Context: an optimization exercise on an open-source flow, tuned for small area, a short achievable clock period and few clock cycles per item. The choices shown serve that exercise and are no tape-out recipe. Function was checked by simulation only, so behaviour that the tests miss may differ from the original. No activity file was given, so power comes from the tool's default toggle rates.

<file path="design/flow/run.sh">
#!/bin/bash
# synth_recipe.tcl (not shown) runs the flow's synth.tcl, then flattens the netlist and writes it again
# the make line also repeats each setting of config.mk as NAME=value (left out here)
make -C /OpenROAD-flow-scripts/flow DESIGN_CONFIG=/design/flow/config.mk WORK_HOME=/design/flow/orfs CLKGATE_MAP_FILE= SYNTH_SCRIPT=/design/flow/synth_recipe.tcl finish
</file>
<file path="design/flow/config.mk">
export PLATFORM = sky130hd
export DESIGN_NAME = cache
export DESIGN_NICKNAME = cache
export VERILOG_FILES = /design/flow/design.v
export SDC_FILE = /design/flow/constraint.sdc
export NUM_CORES = 4
export LEC_CHECK = 0
export CAP_MARGIN = 20
export CORE_MARGIN = 2
export CORE_UTILIZATION = 40
export SETUP_SLACK_MARGIN = 2.0
export SLEW_MARGIN = 20
export SYNTH_HIERARCHICAL = 1
export TNS_END_PERCENT = 0
</file>
<file path="design/flow/constraint.sdc">
create_clock -name core_clock -period 5.0 [get_ports {clk}]
set_input_delay 1.0000 -clock core_clock [delete_from_list [all_inputs] [get_ports {clk}]]
set_output_delay 1.0000 -clock core_clock [all_outputs]
set_load 0.01 [all_outputs]
</file>
<file path="design/flow/design.v">
module cache(
    clk,
    proc_reset,
    proc_read,
    proc_write,
    proc_addr,
    proc_rdata,
    proc_wdata,
    proc_stall,
    mem_read,
    mem_write,
    mem_addr,
    mem_rdata,
    mem_wdata,
    mem_ready
);
    input          clk;
    input          proc_reset;
    input          proc_read, proc_write;
    input   [29:0] proc_addr;
    input   [31:0] proc_wdata;
    output         proc_stall;
    output  [31:0] proc_rdata;
    input  [127:0] mem_rdata;
    input          mem_ready;
    output         mem_read, mem_write;
    output  [27:0] mem_addr;
    output [127:0] mem_wdata;
    localparam S_IDLE = 2'd0;
    localparam S_RD   = 2'd1;
    localparam S_WR   = 2'd2;
    reg  [1:0]   state;
    reg  [1:0]   next_state;
    wire [24:0]  tag    = proc_addr[29:5];
    wire [2:0]   index  = proc_addr[4:2];
    wire [1:0]   offset = proc_addr[1:0];
    wire s_idle = (state == S_IDLE);
    wire s_rd   = (state == S_RD);
    wire s_wr   = (state == S_WR);
    wire req    = proc_read || proc_write;
    reg  [127:0] fill;
    always @(*) begin
        fill = mem_rdata;
        if (proc_write) fill[offset*32 +: 32] = proc_wdata;
    end
    reg  [7:0]   valid;
    wire [7:0]   line_hit;
    wire [127:0] line_data [0:7];
    wire [7:0]   sel = 8'b1 << index;
    genvar gi, gw;
    generate
        for (gi = 0; gi < 8; gi = gi + 1) begin : g_line
            reg  [24:0]  ltag;
            reg  [127:0] ldata;
            cache_tag_cmp u_cmp (
                .v(valid[gi]), .a(ltag), .b(tag), .hit(line_hit[gi])
            );
            assign line_data[gi] = ldata;
            always @(posedge clk)
                if (sel[gi] && s_rd) ltag <= tag;
            for (gw = 0; gw < 4; gw = gw + 1) begin : g_word
                always @(posedge clk)
                    if (sel[gi] && (s_rd || (s_wr && offset == gw)))
                        ldata[gw*32 +: 32] <= fill[gw*32 +: 32];
            end
        end
    endgenerate
    wire [128:0] picked;
    cache_sel8 u_sel (
        .sel(sel),
        .d0({line_hit[0], line_data[0]}), .d1({line_hit[1], line_data[1]}),
        .d2({line_hit[2], line_data[2]}), .d3({line_hit[3], line_data[3]}),
        .d4({line_hit[4], line_data[4]}), .d5({line_hit[5], line_data[5]}),
        .d6({line_hit[6], line_data[6]}), .d7({line_hit[7], line_data[7]}),
        .q(picked)
    );
    wire         hit  = picked[128];
    wire [127:0] line = picked[127:0];
    reg  [127:0] merged;
    always @(*) begin
        merged = line;
        merged[offset*32 +: 32] = proc_wdata;
    end
    wire [31:0] cache_word = line[offset*32 +: 32];
    wire [31:0] mem_word   = mem_rdata[offset*32 +: 32];
    wire        done;
    assign proc_rdata = s_rd ? mem_word : cache_word;
    assign mem_addr   = proc_addr[29:2];
    assign mem_wdata  = merged;
    assign proc_stall = !done;
    cache_ctl_out u_ctl (
        .hit(hit),
        .go_rd(s_idle && proc_read && !proc_write),
        .go_wr(s_idle && proc_write),
        .ready_done(mem_ready && (s_wr || (s_rd && !proc_write))),
        .s_rd(s_rd), .s_wr(s_wr),
        .mem_read(mem_read), .mem_write(mem_write), .done(done)
    );
    always @(*) begin
        next_state = state;
        case (state)
            S_IDLE: if (proc_write && hit)                      next_state = S_WR;
                    else if ((proc_read || proc_write) && !hit) next_state = S_RD;
            S_RD:   if (mem_ready) next_state = proc_write ? S_WR : S_IDLE;
            S_WR:   if (mem_ready) next_state = S_IDLE;
            default:               next_state = S_IDLE;
        endcase
    end
    always @(posedge clk or posedge proc_reset) begin
        if (proc_reset) begin
            state <= S_IDLE;
            valid <= 8'b0;
        end else begin
            state <= next_state;
            if (s_rd) valid[index] <= 1'b1;
        end
    end
endmodule
module cache_tag_cmp(v, a, b, hit);
    input        v;
    input [24:0] a, b;
    output       hit;
    assign hit = v && (a == b);
endmodule
module cache_sel8(sel, d0, d1, d2, d3, d4, d5, d6, d7, q);
    input  [7:0]   sel;
    input  [128:0] d0, d1, d2, d3, d4, d5, d6, d7;
    output [128:0] q;
    assign q = ({129{sel[0]}} & d0) | ({129{sel[1]}} & d1)
             | ({129{sel[2]}} & d2) | ({129{sel[3]}} & d3)
             | ({129{sel[4]}} & d4) | ({129{sel[5]}} & d5)
             | ({129{sel[6]}} & d6) | ({129{sel[7]}} & d7);
endmodule
module cache_ctl_out(hit, go_rd, go_wr, ready_done, s_rd, s_wr,
                     mem_read, mem_write, done);
    input  hit, go_rd, go_wr, ready_done, s_rd, s_wr;
    output mem_read, mem_write, done;
    assign mem_read  = ((go_rd || go_wr) && !hit) || s_rd;
    assign mem_write = (go_wr && hit) || s_wr;
    assign done      = (go_rd && hit) || ready_done;
endmodule
</file>
==> results.yml, run 1 <==
clock_network:
  postCtsHoldBufs: 0
  clockBufferDepth: 3
  clock_latency_ns: 0.77
  clockRootBuffer: "clkbuf_16"
  clock-sinks: 1234
  path_clk_slew_ns: 0.06
  h-tree-depth: 4
  numCtsBuffers: 132
  tritoncts: "done"
final_layout:
  final_cells: 5714
  drive_gt1_frac: 0.266
  nNetsFinal: 4161
  area_growth_pct: 30.4
  stdcell_area_mm2: 0.0664
timing:
  hold_violations: 0
  finalClockSkew_ns: 0.0442
  maxSlewViolCount: 0
  setup_violations: 0
  fin_crit_ns: 4.51
  relSlewSlack: 0.222
  worst_slew_pin_slew_ns: 1.15
  layout_worst_path_cycle_share: 0.901
  rsz0062_at_grt: "yes"
  fmax_mhz: 222
synth:
  syn_area_per_cell_um2: 16.3
  ys.flop_type: "edfxtp_1"
  syn_inst: 3133
  synthTopCellsByArea: "edfxtp_1 72%, a22oi_1 7.6%, mux4_2 2.8%"
  synth.distinct_cells: 44
  ys_warn_count: 7
  async_reset_ff_frac: 0.00810
  syn_area_mm2: 0.0509
  ys_seq_area_frac: 0.726
  yosys.area.top_type: "edfxtp_1"
  synth_edf_count: 1224
  synth_top_area_frac: 0.721
  yosys_register_bits: 1234
  syn_nets: 3340
min_path:
  holdPathStages: 1
  hold_path.class: "register to register"
setup_path:
  crit_end: "proc_rdata[17]"
  cp-end-kind: "output pin"
  r2r_end: "g_line[5].ldata[12]"
  reg2reg_from: "state[0]"
  worstPathRequired_ns: 4.00
  worstSetupPathType: "primary input to output pin"
  r2r.worst_path.cells: 4
  crit_fanout: 10
  cp.arrival_ns: 3.51
  critical_path.startpoint: "proc_addr[3]"
  worst_setup_path_start_kind: "primary input"
  reg2reg_setup_slack_ns: 1.74
global_route:
  track_usage: 0.284
  grt_antenna_before_repair: 10
  grt_max_degree: 65
  grt_pass1_vias: 33200
  grt_first_pass_wirelength_um: 259000
  overflow: 0
floorplanning:
  initial_core_util: 0.404
  row_count: 130
  die_h_um: 361
  dieArea_mm2: 0.130
  pin_count: 386
  die_w_um: 361
  coreArea_mm2: 0.126
pwr:
  vdd_drop_max_mv: 0.348
  leakagePower_nw: 22.4
  cellPowerDensity_mw_per_mm2: 406
routing:
  viasPerCell: 6.05
  antenna_left: 0
  drt_wl_total_um: 188000
  drtIter0Drc: 4473
  vias: 34500
  drc: 0
  drt_pass1_iterations: 5
  wl_per_cell_um: 32.9
place:
  dp_cells: 5328
  place_congestion: 0.968
  place_area_mm2: 0.0594
  io_buffers: 385
  post-dp-hpwl_um: 118000
job:
  maxCapViolCount: 0
status:
  status: "timing/DRC/antenna clean"
-- cell usage in the layout (no fill, tap or decap), types with 21 or more instances in the layout --
cell                n
buf_12             68
clkdlybuf4s50_1   321
a22o_1            127
buf_4             436
inv_1             100
a22oi_2            86
nand3_1            40
edfxtp_1         1224
o21ai_0           122
nand2_1           134
a22oi_1           430
clkinv_1           21
nor2_4             24
nand4_1           145
nor4_2             22
xor2_1            128
clkbuf_1           30
mux4_2             64
clkbuf_16         139
clkinv_2           22
mux2_4             24
xnor2_1            72
buf_16             24
-- modules after synthesis, one instance, submodules excluded --
module         flops+latches  times used  area (um^2)
cache                   1234           1        43000
cache_ctl_out              0           1         30.0
cache_sel8                 0           1         5660
cache_tag_cmp              0           8          279
-- worst min-delay path by stage --
stage / start / end / slack [ns]
after floorplan: valid[5] / valid[5] / 0.43
after global placement: valid[6] / valid[6] / 0.44
after detailed placement: valid[7] / valid[7] / 0.45
after CTS: valid[7] / valid[7] / 0.46
after global routing: valid[7] / valid[7] / 0.48
final: valid[7] / valid[7] / 0.46
-- repair_timing --
item                       in CTS  in global routing
pin swaps                     104                 42
setup endpoints to repair    1496               1009
buffers inserted               94                 25
hold endpoints to repair        0                  0
resized for setup             371                 58
gates cloned                   22                  1
-- power breakdown --
part / leakage (nW) / switching [mW] / internal (mW) / total, mW
Clock: 2.08 / 4.05 / 5.65 / 9.69
Sequential: 11.2 / 0.184 / 12.2 / 12.4
Combinational: 9.11 / 2.98 / 1.93 / 4.91
-- layer usage --
layer,global-route usage,wire length (um),vias up
li1,-,-,14200
met1,0.357,68700,17600
met2,0.433,84900,2217
met3,0.0714,19700,473
met4,0.191,14600,4
met5,0,29,-
-- logic make-up (layout without fill, tap and decap cells) --
group           Yosys count  after routing  share of synthesized area
compound gates          791            791                      0.113
xor+xnor                200            200                     0.0344
fa+ha+maj                12             12                    0.00295
buf+inv                 363           1288                     0.0420
flops                  1234           1234                      0.726
mux                      96             96                     0.0357
other cells               0              6                          0
simple gates            437            437                     0.0450
-- metrics by stage --
step           hold slack [ns]   util  setup slack, ns  TNS (ns)  power (mW)
4_1_cts                  0.460  0.523            0.585         0        26.9
6_report                 0.458  0.527            0.494         0        27.0
3_5_place_dp             0.447  0.472           -0.536    -16.48        17.1
2_1_floorplan            0.427      -             1.25         0        14.5
3_3_place_gp             0.437  0.472           -0.503    -14.00        17.0
5_1_grt                  0.476  0.527            0.489         0        27.6
-- registers in the layout, indices dropped and copies added (netlist names) --
name          flops
state             2
valid             8
g_line.ldata   1024
g_line.ltag     200
-- synthesized netlist by cell type, types with 14 or more instances --
cell         n
nand4_1    145
mux2_2      27
clkbuf_2    14
nor2_1      39
a22o_1     128
edfxtp_1  1224
nor4_1      32
buf_6       68
nand2_1    141
nand3_1     48
a22oi_1    516
inv_1      111
buf_2       67
o21ai_0    128
xnor2_1     72
clkbuf_1    57
mux4_2      64
buf_4       41
xor2_1     128
-- cell type report --
type                       count  area, um^2
clock buffer                 169        3580
timing repair buffer         933        9460
sequential                  1234       37000
inverter                     113         524
timing repair inverter         4        40.0
fill                       10200       59700
clock inverter                69         696
tap                         1650        2060
multi-input combinational   1536       13000
antenna                        6        15.0
-- critical path: stages --
cell       delay [ns]
buf_6            0.12
buf_4            0.16
ha_4             0.20
nand2_8          0.13
inv_16           0.08
bufbuf_16        0.30
a22oi_1          0.18
nand4_1          0.16
mux4_2           0.67
mux2_4           0.32
buf_2            0.16
Testbench counts, summed over its fixed seeds: cycles 109,150, items 32,000.
==> run 2, diff against run 1 <==
==> design/flow/flow/run.sh (new file) <==
#!/bin/bash
# Layout flow: the standard ORFS flow (standard.sh, standard synthesis
# unchanged), with two changes to how the layout is made:
#  - the port buffers that global placement inserts are buf_2 cells rather
#    than the delay cells the resizer picks by default;
#  - clock tree synthesis runs with ORFS's default arguments plus
#    -dont_use_dummy_load, so no dummy loads are added to the clock tree.
# make's full output goes to standard.log in this folder; ORFS's per-step
# logs stay under orfs/logs/.
set -euo pipefail
export BUFFER_PORTS_ARGS="-buffer_cell sky130_fd_sc_hd__buf_2"
export CTS_ARGS="-sink_clustering_enable -repair_clock_nets -dont_use_dummy_load"
bash standard.sh > standard.log 2>&1
==> design/flow/standard.sh (new file) <==
#!/bin/bash
# synth_recipe.tcl (not shown) runs the flow's synth.tcl, then flattens the netlist and writes it again
# the make line also repeats each setting of config.mk as NAME=value (left out here)
make -C /OpenROAD-flow-scripts/flow DESIGN_CONFIG=/design/flow/config.mk WORK_HOME=/design/flow/orfs CLKGATE_MAP_FILE= SYNTH_SCRIPT=/design/flow/synth_recipe.tcl "${@:-finish}"
removed: design/flow/run.sh
==> run 2 against run 1 <==
  * Sequential power barely moved
  * Die area did not move
  * Hold slack got worse by 0.11 ns
  * First-iteration DRC count rose by 9.3%
  * Sequential cell count did not move
  * Global-route usage fell by 1.1 points
  * Register-to-register slack improved by 0.07 ns
  * Via count fell by 2.7%
  * Non-clock buffer count fell by 311
  * Critical endpoint is now proc_rdata[11]
  * Largest power group unchanged
==> results.yml, run 2 <==
status:
  status: "timing/DRC/antenna clean"
timing:
  finalClockSkew_ns: 0.0552
  relSlewSlack: 0.244
  fin_crit_ns: 4.44
  layout_worst_path_cycle_share: 0.888
  setup_violations: 0
  fin_setup_tns_ns: 0
  rsz0062_at_grt: "yes"
  maxSlewViolCount: 0
  fmax_mhz: 225
  hold_violations: 0
  worst_slew_pin_slew_ns: 1.12
final_layout:
  top_register: "g_line.ldata"
  mostFrequentLayoutCells: "1224 x edfxtp_1, 465 x a22oi_1, 377 x buf_2"
  multi_input_area_mm2: 0.0127
  largest_reg_flops: 1024
  fin_util: 0.479
  nNetsFinal: 3857
  nFillCells: 10700
  drive_gt1_frac: 0.276
  final_cells: 5303
  register_area_mm2: 0.0370
  layout_commonest_cell: "edfxtp_1"
  reg_top3: "g_line.ldata (1024), g_line.ltag (200), valid (8)"
  area_growth_pct: 18.5
floorplanning:
  initial_core_util: 0.404
  dieArea_mm2: 0.130
  die_h_um: 361
  coreArea_mm2: 0.126
  die_w_um: 361
  row_count: 130
  pin_count: 386
setup_path:
  crit_fanout: 23
  worst_setup_path_start_kind: "primary input"
  cp.arrival_ns: 3.44
  path_delay_family: "buffers and inverters"
  cp-end-kind: "output pin"
  slowest_delay_ns: 0.56
  slowest_stage: "mux4_2"
  crit_top_cell: "buf_6"
  worstPathRequired_ns: 4.00
  worstSetupPathType: "primary input to output pin"
  path_cells: "buf_6 -> clkinvlp_4 -> buf_12 -> nand2_8 -> inv_16 -> buf_6 -> a22oi_1 -> nand4_1 -> mux4_2 -> mux2_4 -> buf_2"
  worst-path-buf-inv: 6
global_route:
  grt_first_pass_wirelength_um: 249000
  overflow: 0
  grt_pass1_vias: 31600
  track_usage: 0.273
  grt_antenna_before_repair: 1
  grt_max_degree: 65
synth:
  syn_area_per_cell_um2: 16.3
  ys_seq_area_frac: 0.726
  ys.flop_type: "edfxtp_1"
  yosys.area.top_type: "edfxtp_1"
  synth_edf_count: 1224
  syn_nets: 3340
  synthTopCellsByArea: "edfxtp_1 72%, a22oi_1 7.6%, mux4_2 2.8%"
  syn_inst: 3133
  synth_top_area_frac: 0.721
  synth_most_common_cell: "edfxtp_1"
  async_reset_ff_frac: 0.00810
  ys_warn_count: 7
  yosys_register_bits: 1234
  syn_area_mm2: 0.0509
  synth.distinct_cells: 44
  synth_common_cells: "1224 x edfxtp_1, 516 x a22oi_1, 145 x nand4_1"
clock_network:
  tritoncts: "done"
  clock_latency_ns: 0.76
  path_clk_slew_ns: 0.06
  clockRootBuffer: "clkbuf_16"
  clock-sinks: 1234
  clockBufferDepth: 3
  h-tree-depth: 4
  numCtsBuffers: 133
routing:
  wl_per_cell_um: 34.4
  antenna_left: 0
  viasPerCell: 6.34
  vias: 33600
  drtIter0Drc: 4891
  drt_wl_total_um: 182000
  drc: 0
  drt_pass1_iterations: 6
pwr:
  vdd_drop_max_mv: 0.475
  cellPowerDensity_mw_per_mm2: 412
  leakagePower_nw: 20.1
job:
  maxCapViolCount: 0
place:
  place_congestion: 0.964
  post-dp-hpwl_um: 110000
  dp_cells: 5039
  io_buffers: 385
min_path:
  hold_path.class: "primary input to asynchronous set/reset pin"
## run 2: power by group
part | internal (mW) | switching [mW]
logic | 1.39 | 2.88
clock network | 4.65 | 3.60
registers | 12.2 | 0.179
total | 18.2 | 6.66
## run 2: cells by family (layout without fill, tap and decap cells)
| family | count (synthesis) | count (layout) | share of synthesized area |
|---|---|---|---|
| DFF | 1234 | 1234 | 0.726 |
| and+or+nand+nor | 437 | 437 | 0.0450 |
| muxes | 96 | 96 | 0.0357 |
| other | 0 | 5 | 0 |
| buffers and inverters | 363 | 878 | 0.0420 |
| AOI/OAI and AO/OA | 791 | 791 | 0.113 |
| adders and majority gates | 12 | 12 | 0.00295 |
| xor gates and xnor gates | 200 | 200 | 0.0344 |
## run 2: modules after synthesis, one instance, submodules excluded
module / area, um^2 / flops+latches / copies in the design / cells inside
cache_sel8: 5660 / 0 / 1 / 757
cache: 43000 / 1234 / 1 / 2100
cache_ctl_out: 30.0 / 0 / 1 / 4
cache_tag_cmp: 279 / 0 / 8 / 34
## run 2: what timing repair did
item / CTS / global route
pin swaps: 84 / 7
resized for setup: 156 / 18
endpoints found under the hold margin: 0 / 0
gates cloned: 24 / 2
hold buffers: 0 / 0
endpoints found under the setup margin: 2145 / 1580
buffers inserted: 94 / 6
## run 2: layout make-up
class	count	area share
flip-flops and latches	1234	0.613
multi-input cells	1536	0.210
repair buffers	622	0.0767
clock buffers	133	0.0551
well taps	1650	0.0342
inverters	113	0.00916
repair inverters	10	0.00158
diodes	5	0.000207
## run 2: worst paths after layout
kind	from	to	slack, ns	cells past startpoint
setup reg to reg	state[0]	g_line[4].ldata[15]	1.81	5
hold reg to reg	valid[7]	valid[7]	0.46	1
min in group core_clock	valid[7]	valid[7]	0.46	1
setup / recovery	proc_addr[4]	proc_rdata[11]	0.56	11
hold / removal	proc_reset	state[0]	0.35	2
max in group asynchronous	proc_reset	valid[5]	4.25	2
## run 2: layer usage
layer	track usage	wire length, um	vias to the layer above
met5	0.00592	104	-
met4	0.174	13900	2
met3	0.0702	21800	462
met2	0.408	80600	2527
met1	0.355	66000	17100
li1	-	-	13500
## run 2: per-stage QoR
step | power (mW) | worst slack, ns | hold WS (ns) | area, um^2
2_1_floorplan | 14.5 | 1.25 | 0.427 | 51100
3_3_place_gp | 16.4 | 0.251 | 0.445 | 54800
3_5_place_dp | 16.4 | 0.246 | 0.450 | 54800
4_1_cts | 24.8 | 0.642 | 0.306 | 60200
5_1_grt | 25.5 | 0.548 | 0.337 | 60300
6_report | 24.9 | 0.558 | 0.349 | 60400
==> run 3, diff against run 2 <==
--- a/design/flow/design.v
+++ b/design/flow/design.v
@@ -76,15 +76,21 @@
     );
     wire         hit  = picked[128];
     wire [127:0] line = picked[127:0];
+    wire [3:0] wsel = {offset == 2'd3, offset == 2'd2, offset == 2'd1, offset == 2'd0};
+    wire       done;
+    cache_rsel8 u_rsel (
+        .sel({{4{s_rd}} & wsel, {4{!s_rd}} & wsel}),
+        .d0(line[31:0]),       .d1(line[63:32]),
+        .d2(line[95:64]),      .d3(line[127:96]),
+        .d4(mem_rdata[31:0]),  .d5(mem_rdata[63:32]),
+        .d6(mem_rdata[95:64]), .d7(mem_rdata[127:96]),
+        .q(proc_rdata)
+    );
     reg  [127:0] merged;
-    always @(*) begin
-        merged = line;
-        merged[offset*32 +: 32] = proc_wdata;
-    end
-    wire [31:0] cache_word = line[offset*32 +: 32];
-    wire [31:0] mem_word   = mem_rdata[offset*32 +: 32];
-    wire        done;
-    assign proc_rdata = s_rd ? mem_word : cache_word;
+    integer mw;
+    always @(*)
+        for (mw = 0; mw < 4; mw = mw + 1)
+            merged[mw*32 +: 32] = wsel[mw] ? proc_wdata : line[mw*32 +: 32];
     assign mem_addr   = proc_addr[29:2];
     assign mem_wdata  = merged;
     assign proc_stall = !done;
@@ -131,6 +137,15 @@
              | ({129{sel[4]}} & d4) | ({129{sel[5]}} & d5)
              | ({129{sel[6]}} & d6) | ({129{sel[7]}} & d7);
 endmodule
+module cache_rsel8(sel, d0, d1, d2, d3, d4, d5, d6, d7, q);
+    input  [7:0]   sel;
+    input  [31:0] d0, d1, d2, d3, d4, d5, d6, d7;
+    output [31:0] q;
+    assign q = ({32{sel[0]}} & d0) | ({32{sel[1]}} & d1)
+             | ({32{sel[2]}} & d2) | ({32{sel[3]}} & d3)
+             | ({32{sel[4]}} & d4) | ({32{sel[5]}} & d5)
+             | ({32{sel[6]}} & d6) | ({32{sel[7]}} & d7);
+endmodule
 module cache_ctl_out(hit, go_rd, go_wr, ready_done, s_rd, s_wr,
                      mem_read, mem_write, done);
     input  hit, go_rd, go_wr, ready_done, s_rd, s_wr;
==> run 3 against run 2 <==
  * Clock power shrank 6.5%
  * Synthesized area is 1.5% lower
  * Critical path depth increased by 1
  * Combinational power is 8.0% lower
  * Largest cell class unchanged
  * Largest power group unchanged
==> results.yml, run 3 <==
status:
  status: "timing/DRC/antenna clean"
synth:
  syn_area_per_cell_um2: 16.9
  ys_seq_area_frac: 0.737
  syn_area_mm2: 0.0502
  synth_edf_count: 1224
  synth_common_cells: "1224 x edfxtp_1, 643 x a22oi_1, 177 x nand4_1"
  synthTopCellsByArea: "edfxtp_1 73%, a22oi_1 9.6%, mux2_2 2.9%"
  syn_inst: 2971
  async_reset_ff_frac: 0.00810
  synth_top_area_frac: 0.732
  synth.distinct_cells: 43
  yosys.area.top_type: "edfxtp_1"
  ys.flop_type: "edfxtp_1"
  syn_nets: 3177
  ys_warn_count: 7
  yosys_register_bits: 1234
  synth_most_common_cell: "edfxtp_1"
timing:
  worst_slew_pin_slew_ns: 1.13
  relSlewSlack: 0.242
  fin_setup_tns_ns: 0
  finalClockSkew_ns: 0.0688
  hold_violations: 0
  layout_worst_path_cycle_share: 0.861
  fin_crit_ns: 4.30
  rsz0062_at_grt: "yes"
  fmax_mhz: 232
  setup_violations: 0
  maxSlewViolCount: 0
  setup_ws_ns: 0.696
global_route:
  grt_first_pass_wirelength_um: 248000
  overflow: 0
  track_usage: 0.278
  grt_antenna_before_repair: 18
  grt_pass1_vias: 31000
  grt_max_degree: 44
final_layout:
  final_cells: 5155
  nFillCells: 10500
  largest_reg_flops: 1024
  layout_commonest_cell: "edfxtp_1"
  area_growth_pct: 17.5
  top_register: "g_line.ldata"
  reg_top3: "g_line.ldata (1024), g_line.ltag (200), valid (8)"
  drive_gt1_frac: 0.293
  mostFrequentLayoutCells: "1224 x edfxtp_1, 610 x a22oi_1, 368 x buf_2"
  nNetsFinal: 3715
setup_path:
  worstSetupPathType: "primary input to output pin"
  critical_path.startpoint: "proc_addr[2]"
  crit_fanout: 43
  path_cells: "buf_12 -> inv_4 -> ha_2 -> nand2_4 -> inv_12 -> buf_12 -> buf_4 -> a22oi_1 -> nand4_1 -> a22oi_1 -> nand4_1 -> buf_2"
  reg2reg_setup_slack_ns: 2.20
  worstPathRequired_ns: 4.00
  r2r_end: "g_line[7].ldata[67]"
  worst-path-buf-inv: 6
  slowest_delay_ns: 0.37
  cp.arrival_ns: 3.30
  reg2reg_from: "state[1]"
  slowest_stage: "a22oi_1"
  path_delay_family: "buffers and inverters"
  cp-end-kind: "output pin"
  worst_setup_path_start_kind: "primary input"
  r2r.worst_path.cells: 5
clock_network:
  path_clk_slew_ns: 0.06
  clockRootBuffer: "clkbuf_16"
  h-tree-depth: 3
  tritoncts: "done"
  clock_latency_ns: 0.70
  clock-sinks: 1234
  clockBufferDepth: 3
  postCtsHoldBufs: 0
  numCtsBuffers: 120
pwr:
  leakagePower_nw: 19.3
  cellPowerDensity_mw_per_mm2: 407
  vdd_drop_max_mv: 0.251
  power.total_mw: 24.0
routing:
  viasPerCell: 6.45
  drc: 0
  drt_pass1_iterations: 9
  drt_wl_total_um: 183000
  antenna_left: 0
  vias: 33200
  drtIter0Drc: 5441
  wl_per_cell_um: 35.5
floorplanning:
  pin_count: 386
  coreArea_mm2: 0.124
  initial_core_util: 0.404
  row_count: 129
  die_w_um: 358
  die_h_um: 358
  dieArea_mm2: 0.128
place:
  io_buffers: 385
  place_congestion: 0.967
  post-dp-hpwl_um: 117000
  dp_cells: 4952
  dpl_worst_slack_ns: 0.332
job:
  maxCapViolCount: 0
min_path:
  hold_path.class: "primary input to asynchronous set/reset pin"
run 3: changes by cell type in the layout (fill, tap and decap cells not counted), sizes merged, moves of 15 or more:
cell / change
a22o: -32
a22oi: +128
clkbuf: -15
inv: -104
mux2: +96
mux4: -64
nand2: -64
nand3: -31
nand4: +32
o21ai: -95
run 3: worst max-delay path by stage:
stage / end / slack (ns) / depth (start not counted)
final: proc_rdata[11] / 0.70 / 12
after global routing: proc_rdata[21] / 0.72 / 11
after detailed placement: proc_rdata[7] / 0.33 / 11
after floorplan: g_line[0].ldata[64] / 1.60 / 5
after global placement: proc_rdata[7] / 0.28 / 11
after CTS: proc_rdata[30] / 0.90 / 12
run 3: layout make-up:
class                           instances  area [um^2]  area share
Sequential cell                      1234        37000       0.628
Multi-Input combinational cell       1512        12200       0.207
Timing Repair Buffer                  624         4500      0.0763
Clock buffer                          120         3000      0.0509
Tap cell                             1637         2050      0.0347
Inverter                               15          149     0.00253
Antenna cell                           11         27.5    0.000467
Timing Repair inverter                  2         17.5    0.000297
run 3: modules after synthesis, one instance, submodules excluded:
module,copies in the design,cell area (um^2),cells inside,flip-flops and latches
cache_ctl_out,1,30.0,4,0
cache_rsel8,1,1340,184,0
cache_tag_cmp,8,279,34,0
cache,1,40900,1754,1234
cache_sel8,1,5660,757,0
run 3: power by group:
part	total [mW]	internal, mW	switching (mW)	leakage [nW]
sequential	12.3	12.2	0.166	11.2
clock	7.71	4.16	3.55	1.48
combinational	3.93	1.14	2.80	6.58
run 3: cell families after synthesis:
| group | share of synthesized area |
|---|---|
| AO/OA/AOI/OAI | 0.120 |
| XOR/XNOR | 0.0349 |
| adder cells (fa/ha/maj) | 0.00274 |
| buffers and inverters | 0.0337 |
| flip-flops | 0.737 |
| multiplexers | 0.0287 |
| AND/OR/NAND/NOR | 0.0427 |
run 3: timing repair:
item | in CTS | in global routing
hold endpoints to repair | 0 | 0
pin swaps | 73 | 9
gates cloned | 13 | 1
setup endpoints to repair | 455 | 699
resized for setup | 187 | 10
setup buffers | 52 | 6
run 3: stage by stage:
step           cell area, um^2   util  hold slack [ns]
3_3_place_gp             54300  0.437            0.441
3_5_place_dp             54300  0.437            0.448
2_1_floorplan            50200      -            0.427
6_report                 59000  0.475            0.305
5_1_grt                  59000  0.475            0.314
4_1_cts                  58800  0.474            0.268
run 3: metal layers:
metal  up-vias  wire (um)  share of wire  track usage
li1      13200          -              -            -
met1     17100      73100           0.40        0.401
met2      2524      76600           0.42        0.389
met3       361      27200           0.15        0.101
met4        10       6140          0.034       0.0885
met5         -         48        0.00026            0
Testbench counts of run 3, summed over its fixed seeds: cycles 109,150, items 32,000.
==> run 4, diff against run 3 <==
--- a/design/flow/config.mk
+++ b/design/flow/config.mk
@@ -7,7 +7,8 @@
 export LEC_CHECK = 0
 export CAP_MARGIN = 20
 export CORE_MARGIN = 2
-export CORE_UTILIZATION = 40
+export CORE_UTILIZATION = 55
+export PLACE_DENSITY = 0.68
 export SETUP_SLACK_MARGIN = 2.0
 export SLEW_MARGIN = 20
 export SYNTH_HIERARCHICAL = 1
==> run 4 against run 3 <==
  * Still clean on timing, DRC and antenna
  * Maximum frequency is 1.3% higher
  * Via count is 0.73% higher
  * Sequential share of layout area is 0.67 points higher
  * Synthesized cell count stayed put
  * Synthesized area stayed put
==> results.yml, run 4 <==
final_layout:
  fin_util: 0.646
  area_growth_pct: 16.2
  reg_top3: "g_line.ldata (1024), g_line.ltag (200), valid (8)"
  final_cells: 4650
  stdcell_area_mm2: 0.0583
  drive_gt1_frac: 0.289
  nNetsFinal: 3677
  layout_commonest_cell: "edfxtp_1"
  largest_reg_flops: 1024
  top_register: "g_line.ldata"
  mostFrequentLayoutCells: "1224 x edfxtp_1, 592 x a22oi_1, 368 x buf_2"
timing:
  hold_ws_ns: 0.288
  layout_worst_path_cycle_share: 0.850
  setup_ws_ns: 0.751
  hold_violations: 0
  rsz0062_at_grt: "yes"
  setup_violations: 0
  fin_setup_tns_ns: 0
  maxSlewViolCount: 0
  fmax_mhz: 235
  relSlewSlack: 0.268
  fin_crit_ns: 4.25
  worst_slew_pin_slew_ns: 1.10
  finalClockSkew_ns: 0.0798
setup_path:
  reg2reg_setup_slack_ns: 1.91
  crit_end: "proc_rdata[10]"
  worstSetupPathType: "primary input to output pin"
  cp.arrival_ns: 3.25
  crit_fanout: 18
  reg2reg_from: "state[0]"
  r2r_end: "g_line[7].ldata[77]"
  cp-end-kind: "output pin"
  critical_path.startpoint: "proc_addr[3]"
  worstPathRequired_ns: 4.00
  worst_setup_path_start_kind: "primary input"
  r2r.worst_path.cells: 4
synth:
  synthTopCellsByArea: "edfxtp_1 73%, a22oi_1 9.6%, mux2_2 2.9%"
  syn_area_mm2: 0.0502
  ys_warn_count: 7
  yosys_register_bits: 1234
  synth_most_common_cell: "edfxtp_1"
  syn_inst: 2971
  yosys.area.top_type: "edfxtp_1"
  synth_edf_count: 1224
  syn_area_per_cell_um2: 16.9
  async_reset_ff_frac: 0.00810
  synth.distinct_cells: 43
  synth_common_cells: "1224 x edfxtp_1, 643 x a22oi_1, 177 x nand4_1"
  ys_seq_area_frac: 0.737
  synth_top_area_frac: 0.732
  syn_nets: 3177
  ys.flop_type: "edfxtp_1"
min_path:
  hold_path.class: "primary input to asynchronous set/reset pin"
floorplanning:
  die_h_um: 306
  die_w_um: 306
  dieArea_mm2: 0.0937
  initial_core_util: 0.556
  row_count: 110
  pin_count: 386
  coreArea_mm2: 0.0903
pwr:
  cellPowerDensity_mw_per_mm2: 406
  power.total_mw: 23.7
  vdd_drop_max_mv: 0.291
  leakagePower_nw: 19.2
place:
  place_congestion: 1.02
  io_buffers: 385
  post-dp-hpwl_um: 107000
  dp_cells: 4459
  place_area_mm2: 0.0536
  dpl_worst_slack_ns: 0.235
global_route:
  grt_pass1_vias: 32200
  grt_max_degree: 50
  grt_antenna_before_repair: 16
  track_usage: 0.356
  grt_first_pass_wirelength_um: 236000
  overflow: 0
routing:
  antenna_left: 0
  viasPerCell: 7.20
  drt_wl_total_um: 171000
  vias: 33500
  drt_pass1_iterations: 8
  drc: 0
  wl_per_cell_um: 36.8
  drtIter0Drc: 5798
clock_network:
  path_clk_slew_ns: 0.06
  tritoncts: "done"
  h-tree-depth: 3
  clockRootBuffer: "clkbuf_16"
  numCtsBuffers: 120
  clockBufferDepth: 3
  clock_latency_ns: 0.73
  clock-sinks: 1234
status:
  status: "timing/DRC/antenna clean"
job:
  maxCapViolCount: 0
## run 4: final cells by class
class	instances	area, um^2
antenna	5	12.5
clock buffer	120	3000
fill	6193	31900
inverter	15	171
multi-input combinational	1510	12400
sequential	1234	37000
tap	1176	1470
timing repair buffer	585	4280
timing repair inverter	5	48.8
## run 4: cells by family (layout without fill, tap and decap cells)
family | Yosys count | in the layout | synth area share
other cells | 0 | 5 | 0
xor+xnor | 200 | 200 | 0.0349
compound gates | 791 | 791 | 0.120
buf+inv | 227 | 725 | 0.0337
mux | 128 | 128 | 0.0287
fa+ha+maj | 11 | 11 | 0.00274
simple gates | 380 | 380 | 0.0427
flops | 1234 | 1234 | 0.737
## run 4: worst max-delay path, cell delays in order
cell,delay (ns)
buf_12,0.10
inv_4,0.05
ha_4,0.17
ha_4,0.27
buf_12,0.21
a22oi_2,0.19
nand4_1,0.22
a22oi_2,0.49
buf_4,0.20
nand4_1,0.12
buf_2,0.20
## run 4: repair_timing
| action | 4_1_cts | 5_1_grt |
|---|---|---|
| hold buffers | 0 | 0 |
| pin swaps | 52 | 24 |
| endpoints found under the setup margin | 730 | 555 |
| hold endpoints to repair | 0 | 0 |
| gates cloned | 12 | 6 |
| gates resized for setup | 167 | 33 |
| setup buffers | 33 | 15 |
## run 4: Yosys stat by module, one instance, submodules excluded
module | copies in the design | flops+latches
cache | 1 | 1234
cache_sel8 | 1 | 0
cache_tag_cmp | 8 | 0
cache_rsel8 | 1 | 0
cache_ctl_out | 1 | 0
## run 4: routing by layer
layer / GRT usage / routed length (um) / vias to the layer above
met3: 0.150 / 29300 / 517
met1: 0.481 / 60100 / 16800
met4: 0.135 / 7270 / 12
met2: 0.517 / 74600 / 3057
li1: - / - / 13100
met5: 0 / 69 / -
## run 4: worst min path at each step
stage	depth (start not counted)	startpoint	endpoint	slack, ns
final	2	proc_reset	valid[0]	0.29
after floorplan	1	valid[5]	valid[5]	0.43
after CTS	2	proc_reset	valid[4]	0.27
after global placement	1	valid[6]	valid[6]	0.45
after detailed placement	1	valid[6]	valid[6]	0.46
after global routing	2	proc_reset	valid[0]	0.32
## run 4: power breakdown
group	total (mW)	switching, mW	internal (mW)
clock	7.61	3.45	4.16
combinational	3.72	2.63	1.09
sequential	12.4	0.189	12.2
total	23.7	6.27	17.4
==> run 5, diff against run 4 <==
==> design/flow/flow/run.sh (replaced) <==
#!/bin/bash
# Layout flow: the standard ORFS flow (standard.sh, standard synthesis
# unchanged), with two changes to how the layout is made:
#  - the port buffers that global placement inserts are buf_2 cells rather
#    than the delay cells the resizer picks by default;
#  - clock tree synthesis runs with ORFS's default arguments plus
#    -dont_use_dummy_load, so no dummy loads are added to the clock tree,
#    and with sinks clustered up to 22 to a leaf buffer (at most 100 um across).
# make's full output goes to standard.log in this folder; ORFS's per-step
# logs stay under orfs/logs/.
set -euo pipefail
export BUFFER_PORTS_ARGS="-buffer_cell sky130_fd_sc_hd__buf_2"
export CTS_ARGS="-sink_clustering_enable -repair_clock_nets -dont_use_dummy_load -sink_clustering_size 22 -sink_clustering_max_diameter 100"
bash standard.sh > standard.log 2>&1
--- a/design/flow/config.mk
+++ b/design/flow/config.mk
@@ -7,8 +7,7 @@
 export LEC_CHECK = 0
 export CAP_MARGIN = 20
 export CORE_MARGIN = 2
-export CORE_UTILIZATION = 55
-export PLACE_DENSITY = 0.68
+export CORE_UTILIZATION = 40
 export SETUP_SLACK_MARGIN = 2.0
 export SLEW_MARGIN = 20
 export SYNTH_HIERARCHICAL = 1
==> run 5 against run 4 <==
  * Non-clock buffer count rose by 42
  * Hold slack improved by 0.046 ns
  * Critical path depth down 1
  * Register-to-register slack improved by 0.26 ns
  * Core utilization is 18 points lower
  * Sequential cell count stayed put
  * Largest power group unchanged
==> results.yml, run 5 <==
routing:
  wl_per_cell_um: 35.7
  wl_met2_um: 75900
  drt_wl_total_um: 182000
  viasPerCell: 6.45
  vias: 32900
  drt_pass1_iterations: 8
  drtIter0Drc: 5638
  top_layer_used: "met5"
  drt-met1-wl_um: 72600
  wl_met3_um: 26800
  drc: 0
  antenna_left: 0
final_layout:
  largest_reg_flops: 1024
  top_register: "g_line.ldata"
  area_growth_pct: 15.0
  nNetsFinal: 3665
  fin_util: 0.465
  mostFrequentLayoutCells: "1224 x edfxtp_1, 607 x a22oi_1, 368 x buf_2"
  layout_commonest_cell: "edfxtp_1"
  drive_gt1_frac: 0.283
  reg_top3: "g_line.ldata (1024), g_line.ltag (200), valid (8)"
setup_path:
  worstPathRequired_ns: 4.00
  worst-path-buf-inv: 4
  slowest_delay_ns: 0.50
  critical_path.startpoint: "proc_addr[2]"
  path_cells: "buf_12 -> ha_2 -> nand2_4 -> inv_12 -> buf_12 -> a22oi_2 -> nand4_1 -> a22oi_2 -> nand4_1 -> buf_2"
  worstSetupPathType: "primary input to output pin"
  reg2reg_setup_slack_ns: 2.17
  reg2reg_from: "state[0]"
  worst_setup_path_start_kind: "primary input"
  r2r.worst_path.cells: 5
  crit_end: "proc_rdata[21]"
  cp-end-kind: "output pin"
  crit_fanout: 43
  slowest_stage: "nand4_1"
  path_delay_family: "simple AND/OR/NAND/NOR gates"
  r2r_end: "g_line[6].ldata[64]"
  cp.arrival_ns: 3.32
  cp.depth: 10
global_route:
  grt_antenna_before_repair: 21
  overflow: 0
  grt_pass1_vias: 30400
  track_usage: 0.277
  grt_max_degree: 44
  grt_first_pass_wirelength_um: 246000
synth:
  ys_seq_area_frac: 0.737
  synth_most_common_cell: "edfxtp_1"
  ys_warn_count: 7
  syn_area_per_cell_um2: 16.9
  yosys.area.top_type: "edfxtp_1"
  syn_inst: 2971
  synth_common_cells: "1224 x edfxtp_1, 643 x a22oi_1, 177 x nand4_1"
  syn_nets: 3177
  synth_top_area_frac: 0.732
  synth.distinct_cells: 43
  synth_edf_count: 1224
  synthTopCellsByArea: "edfxtp_1 73%, a22oi_1 9.6%, mux2_2 2.9%"
  syn_area_mm2: 0.0502
  ys.flop_type: "edfxtp_1"
  yosys_register_bits: 1234
  async_reset_ff_frac: 0.00810
timing:
  setup_ws_ns: 0.676
  finalClockSkew_ns: 0.0458
  fin_crit_ns: 4.32
  layout_worst_path_cycle_share: 0.865
  worst_slew_pin_slew_ns: 1.12
  rsz0062_at_grt: "yes"
  maxSlewViolCount: 0
  setup_violations: 0
  fmax_mhz: 231
  fin_setup_tns_ns: 0
  relSlewSlack: 0.251
  hold_violations: 0
clock_network:
  clock_latency_ns: 0.67
  clockRootBuffer: "clkbuf_16"
  path_clk_slew_ns: 0.09
  clock-sinks: 1234
  tritoncts: "done"
  h-tree-depth: 3
  postCtsHoldBufs: 0
  clockBufferDepth: 3
  numCtsBuffers: 67
floorplanning:
  row_count: 129
  dieArea_mm2: 0.128
  coreArea_mm2: 0.124
  pin_count: 386
  die_h_um: 358
  die_w_um: 358
  initial_core_util: 0.404
pwr:
  vdd_drop_max_mv: 0.259
  p_clk_frac: 0.255
  power_switching_mw: 6.15
  swShare: 0.282
  combPwrFrac: 0.181
  seqPwrFrac: 0.564
  p_int_mw: 15.7
  power.total_mw: 21.8
  cellPowerDensity_mw_per_mm2: 378
  leakagePower_nw: 18.7
place:
  post-dp-hpwl_um: 117000
  place_congestion: 0.967
  dpl_worst_slack_ns: 0.332
  io_buffers: 385
min_path:
  hold_path.class: "primary input to asynchronous set/reset pin"
job:
  maxCapViolCount: 0
status:
  status: "timing/DRC/antenna clean"
==> run 5: cell counts after synthesis <==
No cell type changed its count.
==> run 5: worst min path at each step <==
| stage | cells past startpoint | to | slack [ns] | from |
|---|---|---|---|---|
| floorplan | 1 | valid[5] | 0.43 | valid[5] |
| CTS | 2 | state[1] | 0.30 | proc_reset |
| finish | 2 | state[1] | 0.33 | proc_reset |
| detailed placement | 1 | valid[5] | 0.45 | valid[5] |
| global route | 2 | state[1] | 0.33 | proc_reset |
| global placement | 1 | valid[5] | 0.44 | valid[5] |
==> run 5: stage by stage <==
step                area, um^2  cells  hold slack [ns]
floorplan                50200   2971            0.427
global placement         54300   4952            0.441
detailed placement       54300   4952            0.448
CTS                      57500   5084            0.295
global route             57700   5098            0.334
finish                   57700   5102            0.334
==> run 5: Yosys stat by module, one instance, submodules excluded <==
module	cells inside	area [um^2]
cache_ctl_out	4	30.0
cache	1754	40900
cache_tag_cmp	34	279
cache_sel8	757	5660
cache_rsel8	184	1340
==> run 5: layout make-up <==
type,count,area [um^2]
Multi-Input combinational cell,1512,12200
Antenna cell,8,20.0
Timing Repair inverter,2,17.5
Tap cell,1637,2050
Fill cell,10700,66400
Clock buffer,67,1680
Inverter,15,153
Timing Repair Buffer,627,4560
Sequential cell,1234,37000
==> run 5: timing repair <==
item                                    in CTS  in global routing
endpoints found under the setup margin     655                762
pin swaps                                   64                 10
gates resized for setup                    191                 14
gates cloned                                13                  2
buffers inserted                            52                  8
==> run 5: cell families after synthesis <==
kind of cell,synth area share
AOI/OAI and AO/OA,0.120
and+or+nand+nor,0.0427
adders and majority gates,0.00274
muxes,0.0287
buffers and inverters,0.0337
DFF,0.737
xor gates and xnor gates,0.0349
==> run 5: power groups by stage <==
stage	clock (mW)	sequential, mW	combinational, mW
final	5.57	12.3	3.95
after global routing	5.95	12.4	4.03
after CTS	5.62	12.3	3.80
after detailed placement	0	12.5	3.56
after global placement	0	12.5	3.55
after floorplan	0	12.5	1.67
==> run 5: worst reg2reg max path, stage by stage, from the launching register on <==
cell     delay (ns)
dfrtp_1        0.47
nor2b_1        0.30
buf_4          0.27
a21oi_4        0.20
nor2_4         0.69
buf_4          0.51
==> run 5: per-layer routing <==
layer	track usage	vias to the layer above
li1	-	13100
met1	0.399	17000
met2	0.387	2478
met3	0.100	369
met4	0.0879	14
met5	0	-
==> run 6, diff against run 5 <==
--- a/design/flow/design.v
+++ b/design/flow/design.v
@@ -65,17 +65,26 @@
             end
         end
     endgenerate
-    wire [128:0] picked;
-    cache_sel8 u_sel (
-        .sel(sel),
-        .d0({line_hit[0], line_data[0]}), .d1({line_hit[1], line_data[1]}),
-        .d2({line_hit[2], line_data[2]}), .d3({line_hit[3], line_data[3]}),
-        .d4({line_hit[4], line_data[4]}), .d5({line_hit[5], line_data[5]}),
-        .d6({line_hit[6], line_data[6]}), .d7({line_hit[7], line_data[7]}),
-        .q(picked)
-    );
-    wire         hit  = picked[128];
-    wire [127:0] line = picked[127:0];
+    wire         hit;
+    wire [127:0] line;
+    wire [7:0]   hsel;
+    cache_dec8 u_hdec (.index(index), .sel(hsel));
+    cache_hsel8 u_hsel (.sel(hsel), .d(line_hit), .q(hit));
+    genvar gv;
+    generate
+        for (gv = 0; gv < 4; gv = gv + 1) begin : g_lword
+            wire [7:0] dsel;
+            cache_dec8 u_dec (.index(index), .sel(dsel));
+            cache_wsel8 u_wsel (
+                .sel(dsel),
+                .d0(line_data[0][gv*32 +: 32]), .d1(line_data[1][gv*32 +: 32]),
+                .d2(line_data[2][gv*32 +: 32]), .d3(line_data[3][gv*32 +: 32]),
+                .d4(line_data[4][gv*32 +: 32]), .d5(line_data[5][gv*32 +: 32]),
+                .d6(line_data[6][gv*32 +: 32]), .d7(line_data[7][gv*32 +: 32]),
+                .q(line[gv*32 +: 32])
+            );
+        end
+    endgenerate
     wire [3:0] wsel = {offset == 2'd3, offset == 2'd2, offset == 2'd1, offset == 2'd0};
     wire       done;
     cache_rsel8 u_rsel (
@@ -128,15 +137,6 @@
     output       hit;
     assign hit = v && (a == b);
 endmodule
-module cache_sel8(sel, d0, d1, d2, d3, d4, d5, d6, d7, q);
-    input  [7:0]   sel;
-    input  [128:0] d0, d1, d2, d3, d4, d5, d6, d7;
-    output [128:0] q;
-    assign q = ({129{sel[0]}} & d0) | ({129{sel[1]}} & d1)
-             | ({129{sel[2]}} & d2) | ({129{sel[3]}} & d3)
-             | ({129{sel[4]}} & d4) | ({129{sel[5]}} & d5)
-             | ({129{sel[6]}} & d6) | ({129{sel[7]}} & d7);
-endmodule
 module cache_rsel8(sel, d0, d1, d2, d3, d4, d5, d6, d7, q);
     input  [7:0]   sel;
     input  [31:0] d0, d1, d2, d3, d4, d5, d6, d7;
@@ -154,3 +154,23 @@
     assign mem_write = (go_wr && hit) || s_wr;
     assign done      = (go_rd && hit) || ready_done;
 endmodule
+module cache_dec8(index, sel);
+    input  [2:0] index;
+    output [7:0] sel;
+    assign sel = 8'b1 << index;
+endmodule
+module cache_hsel8(sel, d, q);
+    input  [7:0] sel;
+    input  [7:0] d;
+    output       q;
+    assign q = |(sel & d);
+endmodule
+module cache_wsel8(sel, d0, d1, d2, d3, d4, d5, d6, d7, q);
+    input  [7:0]  sel;
+    input  [31:0] d0, d1, d2, d3, d4, d5, d6, d7;
+    output [31:0] q;
+    assign q = ({32{sel[0]}} & d0) | ({32{sel[1]}} & d1)
+             | ({32{sel[2]}} & d2) | ({32{sel[3]}} & d3)
+             | ({32{sel[4]}} & d4) | ({32{sel[5]}} & d5)
+             | ({32{sel[6]}} & d6) | ({32{sel[7]}} & d7);
+endmodule
==> run 6 against run 5 <==
  * Worst setup slack better by 0.26 ns
  * Largest power group unchanged
  * Clock skew up 0.022 ns
  * Synthesized cell count up 1.0%
  * Global-route usage up 0.19 points
  * Via count up 2.2%
  * Cell count up 2.2%
  * Critical path type unchanged
  * First-iteration DRC count down 2.5%
  * Sequential share of layout area down 1.3 points
  * Final area up 2.1%
  * Routed wire length up 0.91%
==> results.yml, run 6 <==
routing:
  wl_per_cell_um: 35.3
  drt_wl_total_um: 184000
  viasPerCell: 6.45
  antenna_left: 0
  drt_pass1_iterations: 8
  vias: 33600
  drtIter0Drc: 5496
  drc: 0
timing:
  hold_violations: 0
  setup_ws_ns: 0.938
  setup_violations: 0
  fin_setup_tns_ns: 0
  finalClockSkew_ns: 0.0676
  rsz0062_at_grt: "yes"
  fin_crit_ns: 4.06
  relSlewSlack: 0.298
  hold_ws_ns: 0.363
  maxSlewViolCount: 0
  fmax_mhz: 246
  worst_slew_pin_slew_ns: 1.04
  layout_worst_path_cycle_share: 0.812
synth:
  yosys_register_bits: 1234
  syn_area_per_cell_um2: 16.7
  async_reset_ff_frac: 0.00810
  ys_warn_count: 7
  synth.distinct_cells: 41
  synth_common_cells: "1224 x edfxtp_1, 639 x a22oi_1, 177 x nand4_1"
  synth_most_common_cell: "edfxtp_1"
  synthTopCellsByArea: "edfxtp_1 73%, a22oi_1 9.5%, mux2_2 2.9%"
  syn_area_mm2: 0.0502
  ys_seq_area_frac: 0.737
  ys.flop_type: "edfxtp_1"
  syn_nets: 3208
  yosys.area.top_type: "edfxtp_1"
  synth_edf_count: 1224
  syn_inst: 3002
  synth_top_area_frac: 0.732
global_route:
  grt_pass1_vias: 30900
  grt_use_met2: 0.395
  busiest_layer: "met2"
  use_met1: 0.386
  grt_max_degree: 50
  track_usage: 0.278
  grt_first_pass_wirelength_um: 248000
  grt_antenna_before_repair: 20
  use_met3: 0.111
  overflow: 0
floorplanning:
  dieArea_mm2: 0.128
  coreArea_mm2: 0.125
  pin_count: 386
  row_count: 130
  die_w_um: 358
  die_h_um: 358
  initial_core_util: 0.402
pwr:
  leakagePower_nw: 19.3
  cellPowerDensity_mw_per_mm2: 371
  power.total_mw: 21.9
  combPwrFrac: 0.183
  p_int_mw: 15.8
  power_switching_mw: 6.12
  swShare: 0.280
  seqPwrFrac: 0.563
  p_clk_frac: 0.253
  vdd_drop_max_mv: 0.311
place:
  io_buffers: 385
  place_congestion: 0.966
  dpl_worst_slack_ns: 0.197
  dp_cells: 5004
  post-dp-hpwl_um: 116000
  place_area_mm2: 0.0546
final_layout:
  nFillCells: 10700
  mostFrequentLayoutCells: "1224 x edfxtp_1, 570 x a22oi_1, 365 x buf_2"
  largest_reg_flops: 1024
  layout_commonest_cell: "edfxtp_1"
  area_growth_pct: 17.3
  reg_top3: "g_line.ldata (1024), g_line.ltag (200), valid (8)"
  stdcell_area_mm2: 0.0589
  nNetsFinal: 3767
  fin_util: 0.471
  register_area_mm2: 0.0370
  final_cells: 5215
  multi_input_area_mm2: 0.0130
  drive_gt1_frac: 0.305
  top_register: "g_line.ldata"
setup_path:
  worstPathRequired_ns: 4.00
  cp-end-kind: "output pin"
  worst_setup_path_start_kind: "primary input"
  cp.depth: 12
  crit_fanout: 8
  reg2reg_setup_slack_ns: 2.22
  crit_top_cell: "buf_12"
  worstSetupPathType: "primary input to output pin"
  path_cells: "buf_16 -> buf_12 -> buf_12 -> nor3b_4 -> buf_6 -> buf_12 -> buf_12 -> a22oi_2 -> nand4_1 -> a22oi_2 -> nand4_1 -> buf_2"
  r2r_end: "g_line[2].ldata[92]"
  crit_end: "proc_rdata[21]"
  reg2reg_from: "state[0]"
  critical_path.startpoint: "proc_addr[3]"
  cp.arrival_ns: 3.06
  path_delay_family: "buffers and inverters"
  slowest_delay_ns: 0.29
  worst-path-buf-inv: 7
  r2r.worst_path.cells: 5
  slowest_stage: "a22oi_2"
clock_network:
  h-tree-depth: 3
  clockRootBuffer: "clkbuf_16"
  postCtsHoldBufs: 0
  clockBufferDepth: 3
  numCtsBuffers: 67
  clock-sinks: 1234
  clock_latency_ns: 0.66
  tritoncts: "done"
  path_clk_slew_ns: 0.08
min_path:
  hold_path.class: "primary input to asynchronous set/reset pin"
job:
  maxCapViolCount: 0
status:
  status: "timing/DRC/antenna clean"
run 6: cell count changes after synthesis, moves of 6 or more:
cell / previous run / this run
o21ai_0: 17 / 28
and3b_2: 0 / 15
clkbuf_1: 8 / 19
nor2b_1: 9 / 23
nor3b_1: 2 / 17
buf_2: 89 / 101
o21ai_1: 16 / 5
buf_6: 80 / 46
nor3_1: 1 / 7
run 6: per-layer routing:
layer  vias up  wire length (um)
met2      2505             77500
met5         -               124
met1     17300             70300
li1      13400                 -
met3       397             28100
met4        20              7960
run 6: what timing repair did:
item | in CTS | in global routing
pin swaps | 103 | 23
gates cloned | 25 | 3
resized for setup | 225 | 18
setup endpoints to repair | 746 | 932
buffers inserted | 98 | 11
run 6: worst min-delay path by stage:
stage / start / endpoint / slack, ns / cells past startpoint
2_1_floorplan: valid[5] / valid[5] / 0.43 / 1
3_3_place_gp: valid[6] / valid[6] / 0.45 / 1
3_5_place_dp: valid[7] / valid[7] / 0.45 / 1
4_1_cts: proc_reset / state[0] / 0.33 / 2
5_1_grt: proc_reset / state[0] / 0.37 / 2
6_report: proc_reset / state[0] / 0.36 / 2
run 6: Yosys stat by module (local to each module, per instance):
module	area (um^2)	flip-flops and latches
cache	40900	1234
cache_ctl_out	30.0	0
cache_dec8	65.1	0
cache_hsel8	36.3	0
cache_rsel8	1340	0
cache_tag_cmp	279	0
cache_wsel8	1340	0
run 6: cells by family (layout without fill, tap and decap cells):
kind of cell / count (synthesis) / in the layout / share of synthesized area
and+or+nand+nor: 432 / 441 / 0.0504
AOI/OAI and AO/OA: 791 / 791 / 0.120
other: 0 / 6 / 0
buffers and inverters: 206 / 754 / 0.0269
xor gates and xnor gates: 200 / 200 / 0.0349
muxes: 128 / 128 / 0.0287
DFF: 1234 / 1234 / 0.737
adders and majority gates: 11 / 11 / 0.00274
run 6: cell type report:
cell class	instances	share of cell area
timing repair buffer	678	0.0873
multi-input combinational	1571	0.220
tap	1650	0.0350
sequential	1234	0.628
antenna	6	0.000255
clock buffer	67	0.0284
inverter	9	0.000637
run 6: power by group through the flow:
| stage | logic (mW) | registers, mW | clock network (mW) |
|---|---|---|---|
| 2_1_floorplan | 1.65 | 12.5 | 0 |
| 3_3_place_gp | 3.49 | 12.5 | 0 |
| 3_5_place_dp | 3.51 | 12.6 | 0 |
| 4_1_cts | 3.83 | 12.3 | 5.58 |
| 5_1_grt | 4.08 | 12.4 | 5.90 |
| 6_report | 4.01 | 12.3 | 5.54 |
run 6: worst register-to-register path: stages, from the launching register on:
cell and delay (ns):
dfrtp_1 0.48, nor2b_1 0.30, buf_4 0.26, a21oi_2 0.26, nor2_4 0.77, buf_4 0.41
Testbench counts of run 6, summed over its fixed seeds: cycles 109,150, items 32,000.
==> run 7, diff against run 6 <==
--- a/design/flow/config.mk
+++ b/design/flow/config.mk
@@ -8,6 +8,7 @@
 export CAP_MARGIN = 20
 export CORE_MARGIN = 2
 export CORE_UTILIZATION = 40
+export PLACE_DENSITY = 0.75
 export SETUP_SLACK_MARGIN = 2.0
 export SLEW_MARGIN = 20
 export SYNTH_HIERARCHICAL = 1
==> run 7 against run 6 <==
  * Via count shrank 1.1%
  * Hold slack gained 0.019 ns
  * Register-to-register slack gained 0.07 ns
  * Sequential power is essentially flat
  * Critical path depth shrank 3
  * Sequential cell count is the same
  * Highest routed layer unchanged
  * Non-clock buffer count shrank 74
  * Worst setup slack lost 0.13 ns
  * Routed wire length shrank 5.8%
  * First-iteration DRC count grew 13%
  * Clock power shrank 2%
  * Die area is the same
==> results.yml, run 7 <==
clock_network:
  postCtsHoldBufs: 0
  path_clk_slew_ns: 0.08
  clock-sinks: 1234
  clockRootBuffer: "clkbuf_16"
  h-tree-depth: 3
  numCtsBuffers: 66
  clock_latency_ns: 0.64
  tritoncts: "done"
  clockBufferDepth: 3
final_layout:
  register_area_mm2: 0.0370
  top_register: "g_line.ldata"
  area_growth_pct: 14.7
  largest_reg_flops: 1024
  mostFrequentLayoutCells: "1224 x edfxtp_1, 609 x a22oi_1, 367 x buf_2"
  nFillCells: 10500
  nNetsFinal: 3686
  drive_gt1_frac: 0.277
  reg_top3: "g_line.ldata (1024), g_line.ltag (200), valid (8)"
  layout_commonest_cell: "edfxtp_1"
  multi_input_area_mm2: 0.0127
routing:
  drtIter0Drc: 6184
  drt_wl_total_um: 173000
  drc: 0
  antenna_left: 0
  wl_per_cell_um: 33.7
  viasPerCell: 6.47
  vias: 33300
  drt_pass1_iterations: 10
synth:
  syn_inst: 3002
  ys.flop_type: "edfxtp_1"
  synth.distinct_cells: 41
  synthTopCellsByArea: "edfxtp_1 73%, a22oi_1 9.5%, mux2_2 2.9%"
  syn_area_per_cell_um2: 16.7
  ys_seq_area_frac: 0.737
  synth_edf_count: 1224
  synth_common_cells: "1224 x edfxtp_1, 639 x a22oi_1, 177 x nand4_1"
  ys_warn_count: 7
  synth_top_area_frac: 0.732
  async_reset_ff_frac: 0.00810
  yosys_register_bits: 1234
  synth_most_common_cell: "edfxtp_1"
  syn_nets: 3208
  yosys.area.top_type: "edfxtp_1"
  syn_area_mm2: 0.0502
timing:
  rsz0062_at_grt: "yes"
  fmax_mhz: 239
  fin_setup_tns_ns: 0
  fin_crit_ns: 4.19
  finalClockSkew_ns: 0.0447
  worst_slew_pin_slew_ns: 1.00
  setup_violations: 0
  maxSlewViolCount: 0
  layout_worst_path_cycle_share: 0.839
  hold_violations: 0
  setup_ws_ns: 0.807
  relSlewSlack: 0.333
pwr:
  power.total_mw: 21.6
  leakagePower_nw: 18.7
  vdd_drop_max_mv: 0.289
  cellPowerDensity_mw_per_mm2: 375
place:
  dpl_worst_slack_ns: 0.248
  io_buffers: 385
  place_congestion: 0.995
  post-dp-hpwl_um: 115000
setup_path:
  cp-end-kind: "output pin"
  worst_setup_path_start_kind: "primary input"
  r2r_end: "g_line[0].ldata[65]"
  slowest_delay_ns: 0.43
  reg2reg_from: "state[0]"
  path_cells: "buf_2 -> inv_1 -> ha_2 -> and2_4 -> buf_4 -> a22oi_1 -> buf_4 -> nand4_1 -> buf_2"
  slowest_stage: "and2_4"
  cp.arrival_ns: 3.19
  worstPathRequired_ns: 4.00
  r2r.worst_path.cells: 7
  worstSetupPathType: "primary input to output pin"
  crit_fanout: 13
  reg2reg_setup_slack_ns: 2.29
global_route:
  grt_antenna_before_repair: 25
  track_usage: 0.256
  grt_first_pass_wirelength_um: 232000
  grt_max_degree: 35
  overflow: 0
  grt_pass1_vias: 30700
floorplanning:
  pin_count: 386
  die_w_um: 358
  row_count: 130
  dieArea_mm2: 0.128
  die_h_um: 358
  coreArea_mm2: 0.125
  initial_core_util: 0.402
status:
  status: "timing/DRC/antenna clean"
min_path:
  hold_path.class: "primary input to asynchronous set/reset pin"
job:
  maxCapViolCount: 0
## run 7: per-stage QoR
stage	utilization	instance area [um^2]	std cells	hold slack (ns)
after floorplan	-	50200	3002	0.427
after global placement	0.438	54800	5022	0.446
after detailed placement	0.438	54800	5022	0.458
after CTS	0.457	57200	5104	0.342
after global routing	0.460	57600	5131	0.378
final	0.461	57600	5139	0.382
## run 7: logic make-up (layout without fill, tap and decap cells)
family	after synthesis	after routing	share of synthesized area
adders and majority gates	11	11	0.00274
buffers and inverters	206	679	0.0269
AOI/OAI and AO/OA	791	791	0.120
muxes	128	128	0.0287
other	0	11	0
DFF	1234	1234	0.737
and+or+nand+nor	432	435	0.0504
xor gates and xnor gates	200	200	0.0349
## run 7: final cells by class
type                    count  area share
flip-flops and latches   1234       0.642
inverters                   9    0.000651
repair buffers            604      0.0711
diodes                     11    0.000478
multi-input cells        1565       0.221
clock buffers              66      0.0287
well taps                1650      0.0358
## run 7: what timing repair did
| item | 4_1_cts | 5_1_grt |
|---|---|---|
| endpoints found under the hold margin | 0 | 0 |
| gates cloned | 4 | 5 |
| endpoints found under the setup margin | 608 | 501 |
| buffers inserted | 12 | 19 |
| pin swaps | 31 | 20 |
| gates resized for setup | 113 | 31 |
## run 7: modules after synthesis, one instance, submodules excluded
module	cell area [um^2]	cells inside
cache	40900	1761
cache_ctl_out	30.0	4
cache_dec8	65.1	8
cache_hsel8	36.3	5
cache_rsel8	1340	184
cache_tag_cmp	279	34
cache_wsel8	1340	184
## run 7: worst max-delay path: cells and delay by family
kind / cells / cell delay [ns]
buffers and inverters: 5 / 1.04
AO/OA/AOI/OAI: 1 / 0.15
AND/OR/NAND/NOR: 2 / 0.57
adder cells (fa/ha/maj): 1 / 0.39
## run 7: power by group
group          total (mW)  switching, mW  internal, mW  leakage, nW
Clock                5.43           3.07          2.36        0.813
Sequential           12.3          0.175          12.1         11.2
Combinational        3.85           2.73          1.12         6.64
## run 7: metal layers
layer	GRT usage	routed length, um
met5	0.00481	227
met1	0.328	60300
met4	0.107	8910
met3	0.147	33200
met2	0.353	70700
## run 7: worst max-delay path by stage
| stage | startpoint | endpoint | cells after the start |
|---|---|---|---|
| after floorplan | proc_addr[0] | g_line[0].ldata[64] | 5 |
| after global placement | proc_addr[3] | proc_rdata[10] | 8 |
| after detailed placement | proc_addr[2] | proc_rdata[3] | 9 |
| after CTS | proc_addr[4] | proc_rdata[24] | 10 |
| after global routing | proc_addr[10] | proc_stall | 11 |
| final | proc_addr[0] | proc_rdata[4] | 9 |

separate check: timing with driven ports:
In the flow no input, the clock included, has a driving cell. The finished layouts below were timed again as built, in two steps. Step 1 (the two cells are an assumption about what drives the block):
set clk [get_ports {clk}]
set_driving_cell -lib_cell sky130_fd_sc_hd__clkbuf_16 $clk
set_driving_cell -lib_cell sky130_fd_sc_hd__buf_2 [delete_from_list [all_inputs] $clk]
Step 2 moves the port delays by t, midway between the first and last clock arrival at a register: inputs arrive t later, outputs are due t later. That takes back most of the time a late clock gives input paths. Three values: no drivers, after step 1, after step 2; two values: the first two.
run	t, ns	setup WS [ns]	hold slack, ns
run 1	0.826	0.494 / 0.461 / 0.461	0.458 / 0.458 / 0.458
run 2	0.781	0.558 / 0.498 / 0.120	0.349 / 0.294 / 0.465
run 3	0.766	0.696 / 0.624 / 0.624	0.305 / 0.252 / 0.454
run 4	0.758	0.751 / 0.669 / 0.669	0.288 / 0.237 / 0.468
run 5	0.732	0.676 / 0.621 / 0.621	0.334 / 0.280 / 0.459
run 6	0.726	0.938 / 0.567 / 0.567	0.363 / 0.304 / 0.485
run 7	0.700	0.807 / 0.570 / 0.570	0.382 / 0.334 / 0.475
After both steps setup and hold are still met in every run listed. The setup slack of run 2, which loses most, moves by -0.060 ns with the drivers and by -0.438 ns with both steps.
